What follows belongs to an exercise in optimizing a design on an open flow for small area, a short achievable clock period and few clock cycles per item; a production flow would make more cautious choices. Only simulation tests tie the RTL to the original design; equivalence was not proved.

==> flow/design.v (outline; a module is shown in full before it is edited, if it fits) <==
// module csa_fa: 4 lines
// module upsample_csc: 1182 lines
module upsample_csc (
    input  logic        clk,
    input  logic        resetn,
    input  logic        start,
    output logic        done,
    input  logic [15:0] sram_read_data,
    output logic [15:0] sram_write_data,
    output logic [17:0] sram_address,
    output logic        sram_we_n
);
  // ...
==> flow/flow/run.sh <==
#!/bin/bash
# Own layout flow: the standard synthesis unchanged, then the standard ORFS steps with
# stronger timing repair (a larger setup margin, all endpoints) and faster port buffers.
# Each step's full output goes to a log file in the work folder.
set -euo pipefail
bash standard.sh synth > synth.log 2>&1
bash standard.sh SETUP_SLACK_MARGIN=7.8 TNS_END_PERCENT=100 \
     BUFFER_PORTS_ARGS="-buffer_cell sky130_fd_sc_hd__buf_4" finish > layout.log 2>&1
==> flow/standard.sh <==
#!/bin/bash
# synth_recipe.tcl (not shown) runs the flow's synth.tcl, then flattens the netlist and writes it again
# the make line also repeats each setting of config.mk as NAME=value (left out here)
make -C /OpenROAD-flow-scripts/flow DESIGN_CONFIG=/design/flow/config.mk WORK_HOME=/design/flow/orfs CLKGATE_MAP_FILE= SYNTH_SCRIPT=/design/flow/synth_recipe.tcl "${@:-finish}"
==> flow/config.mk <==
export PLATFORM = sky130hd
export DESIGN_NAME = upsample_csc
export DESIGN_NICKNAME = upsample_csc
export VERILOG_FILES = /design/flow/design.v
export SDC_FILE = /design/flow/constraint.sdc
export NUM_CORES = 4
export LEC_CHECK = 0
export ABC_AREA = 0
export CAP_MARGIN = 20
export CORE_MARGIN = 2
export CORE_UTILIZATION = 55
export CTS_CLUSTER_DIAMETER = 100
export CTS_CLUSTER_SIZE = 28
export PLACE_DENSITY = 0.7
export SLEW_MARGIN = 20
export SYNTH_HIERARCHICAL = 1
export SYNTH_MINIMUM_KEEP_SIZE = 0
==> flow/constraint.sdc <==
create_clock -name core_clock -period 11.0 [get_ports {clk}]
set_input_delay 2.2000 -clock core_clock [delete_from_list [all_inputs] [get_ports {clk}]]
set_output_delay 2.2000 -clock core_clock [all_outputs]
set_load 0.01 [all_outputs]
==> flow_summary.json, run 1 <==
{
  "utilization": 0.615,
  "grt.busiest_layer": "met2",
  "rrSetupSlack_ns": 7.83,
  "layout_commonest_cell": "fa_1",
  "syn_nets": 2266,
  "seq_share": 0.399,
  "async_flop_share": 0.0276,
  "wl_met1_um": 21300,
  "synth_cell_types": 64,
  "vias": 13500,
  "synth.most_common_cell": "fa_1",
  "postLayoutSetupSlackWorst_ns": 7.67,
  "first_pass_iters": 7,
  "post-route-min-period_ns": 3.33,
  "cts_setup_buffers": 20,
  "biggestRegsByFlops": "ch (96), mrb (35), mg (34)",
  "fin_crit_sh": 0.303,
  "wl_met2_um": 23000,
  "synth_fa_ha_area_frac": 0.304,
  "layout.nets": 2353,
  "grt_pass1_wl_um": 76000,
  "status": "complete, no violations",
  "inv_count": 213,
  "synth_top_family_by_area": "adder cells",
  "dominant-cell-class": "multi-input gates",
  "antenna_found_initial": 1,
  "core_area_sq_mm": 0.0397,
  "startpoint": "we$_DFF_PN0_",
  "worst_path_max_delay_cell": "dfrtp_1",
  "worst_ep_arrival_time_ns": 1.13,
  "final_hold_viol_count": 0,
  "grt.met1_usage": 0.330,
  "overflow": 0,
  "grt_pass1_vias": 14000
}
Testbench counts, summed over its fixed seeds: cycles 960,180, pixels 384,000.
==> run 2, diff against run 1 <==
--- a/flow/flow/run.sh
+++ b/flow/flow/run.sh
@@ -5,4 +5,4 @@
 set -euo pipefail
 bash standard.sh synth > synth.log 2>&1
-bash standard.sh SETUP_SLACK_MARGIN=7.8 TNS_END_PERCENT=100 \
+bash standard.sh SETUP_SLACK_MARGIN=7.5 TNS_END_PERCENT=100 \
      BUFFER_PORTS_ARGS="-buffer_cell sky130_fd_sc_hd__buf_4" finish > layout.log 2>&1
==> flow_summary.json, run 2 <==
{
  "grt.total_usage": 0.233,
  "std_cell_rows": 73,
  "tightest_slew_ns": 0.949,
  "antenna_found_initial": 0,
  "synthFlopType": "dfxtp_1",
  "grt_max_degree": 90,
  "layout_commonest_cell": "fa_1",
  "clock_latency_ns": 0.56,
  "worstSetupPathType": "reg -> reg",
  "ys_seq_area_frac": 0.436,
  "crit_chain": "buf_12 -> clkinvlp_4 -> ha_4 -> fa_1 -> fa_1 -> fa_1 -> ha_1 -> or2_2 -> a21oi_1 -> a21oi_1",
  "drv_cap": 0,
  "fp.dieW_um": 205,
  "final_cell_mix": "fa_1, dfxtp_1, inv_1",
  "synth_cell_types": 64,
  "fin_crit_sh": 0.303,
  "slowest_delay_ns": 0.57,
  "post_drt_via_cell_ratio": 5.44,
  "worst_ep_arrival_time_ns": 3.78,
  "synth_area_sq_mm": 0.0222,
  "required_ns": 11.44,
  "cts-root-buf": "clkbuf_16",
  "dp_hpwl_um": 36800,
  "port_buffers": 54,
  "synth.most_common_cell": "fa_1",
  "die_area_sq_mm": 0.0419,
  "crit_path_max_fanout": 8,
  "vias": 13300,
  "syn_inst": 1849,
  "totalWireLength_um": 46900,
  "setup_viol": 0,
  "path_common_cell": "fa_1",
  "synth_common_cells": "fa_1, dfxtp_1, inv_1",
  "async_flop_share": 0.0276,
  "rsz0062_at_grt": "false",
  "io_pins": 55,
  "hold_buffers": 0,
  "finalMaxSlewViolations": 0,
  "wl_per_cell_um": 19.2,
  "clk_pin_slew_ns": 0.11,
  "max-slew-margin-rel": 0.367,
  "diodes": 0,
  "cts_max_level": 1,
  "first_pass_iters": 5,
  "drive_gt1_frac": 0.0759,
  "critPathTopFamily": "adder cells",
  "utilization": 0.603,
  "fin_skew_ns": 0.0340,
  "final_antenna_net_count": 0,
  "yosys-top-cells-area": "edfxtp_1, fa_1, dfxtp_1",
  "worst_path_max_delay_cell": "fa_1",
  "synth_area_leader_cell": "edfxtp_1",
  "cts_sinks": 398,
  "drc_errors": 0,
  "cts_made_buffers": 18,
  "yosysWarnings": 7,
  "synth_seq_cells": 398,
  "overflow": 0,
  "layout.nets": 2328,
  "path_buf_inv": 2,
  "cts_buffer_depth": 3,
  "core_area_sq_mm": 0.0397,
  "biggestRegsByFlops": "ch (96), mrb (35), mg (34)",
  "syn_nets": 2266,
  "yosys.area.top_type_share": 0.223,
  "critPathLaunchType": "register",
  "postSynthAreaPerCell_sq_um": 12.0,
  "largest_reg_flops": 96,
  "fmax_mhz": 300,
  "cts_tree": "built",
  "status": "complete, no violations",
  "syn_to_final_growth_pct": 8.00,
  "synth_enable_flop_cells": 165,
  "gp_congestion": 0.938,
  "grt_pass1_vias": 13900,
  "grt_pass1_wl_um": 75500,
  "die_h_um": 205,
  "hp-class": "reg -> reg",
  "tns_ns": 0,
  "post-route-min-period_ns": 3.34,
  "top_register": "ch",
  "end_kind": "register",
  "drt_first_iter_violations": 1032,
  "initial_core_util": 0.558,
  "final_hold_viol_count": 0
}
==> run 2: cell counts after synthesis <==
Identical to the previous run, type by type.
==> run 2: area by class of cell <==
type	instances	area, sq um
fillers	3190	15800
multi-input cells	1191	11600
inverters	213	807
clock inverters	4	47.5
flip-flops and latches	398	9680
clock buffers	28	488
well taps	525	657
repair buffers	89	713
==> run 2: through the flow <==
stage | instances | hold WS, ns | setup WS [ns] | instance area [sq um]
after floorplan | 1849 | 0.310 | 7.54 | 22200
final | 2448 | 0.337 | 7.66 | 23900
after global placement | 2393 | 0.310 | 7.41 | 23200
after global routing | 2448 | 0.344 | 7.51 | 23900
after CTS | 2428 | 0.338 | 7.51 | 23700
after detailed placement | 2393 | 0.313 | 7.28 | 23200
==> run 2: logic make-up (layout without fill, tap and decap cells) <==
group                    Yosys count  in the layout  share of synthesized area
multiplexers                      57             57                     0.0262
adder cells (fa/ha/maj)          398            398                      0.304
buffers and inverters            260            334                     0.0440
AO/OA/AOI/OAI                    284            284                     0.0779
flip-flops                       398            398                      0.436
XOR/XNOR                          71             71                     0.0280
AND/OR/NAND/NOR                  381            381                     0.0833
==> run 2: final timing paths <==
check	start	to	slack, ns	cells after the start
min in group asynchronous	resetn	run$_DFFE_PN0P_	1.45	1
hold / removal	ylo1[5]$_DFF_P_	ylo2[5]$_DFF_P_	0.34	0
max in group asynchronous	resetn	lead[1]$_DFFE_PN1P_	9.30	1
setup reg to reg	py[5]$_DFFE_PP_	mrb[34]$_DFF_P_	7.66	10
hold reg to reg	ylo1[5]$_DFF_P_	ylo2[5]$_DFF_P_	0.34	0
setup / recovery	py[5]$_DFFE_PP_	mrb[34]$_DFF_P_	7.66	10
==> run 2: routing by layer <==
layer  vias to the layer above  part of all wire  global-route usage
li1                       6352                 -                   -
met1                      6636              0.45               0.327
met2                       307              0.49               0.402
met3                        33             0.049              0.0274
met4                         0             0.010              0.0326
met5                         -                 0                   0
==> run 2: timing repair <==
action | CTS | global route
resized for setup | 2 | 10
setup buffers | 3 | 19
pin swaps | 0 | 2
endpoints found under the setup margin | 10 | 4
==> run 2: per-module statistics from Yosys, one instance, submodules excluded <==
module        area (sq um)  copies in the design  cells inside
upsample_csc         17700                     1          1623
csa_fa                20.0                   226             1

separate check: timing with driven ports:
The results above use ideal ports. As a check the final layouts listed here were re-extracted and re-timed, cells and wires unchanged. Step 1, drivers: a clkbuf_16 drives clk and a buf_2 each remaining input, both assumed. Step 2 moves the port delays by t, midway between the first and last clock arrival at a register: inputs arrive t later, outputs are due t later. That takes back most of the time a late clock gives input paths. a / b / c = no drivers / after step 1 / after step 2; a / b = the first two.
run | t, ns | setup WS [ns] | worst register clock-pin slew, ns
run 1 | 0.591 | 7.672 / 7.617 / 7.706 | 0.11 / 0.11
run 2 | 0.599 | 7.663 / 7.616 / 7.490 | 0.12 / 0.12
After both steps every run listed still meets setup and hold. The setup slack of run 2, which loses most, moves by -0.047 ns with the drivers and by -0.173 ns with both steps.
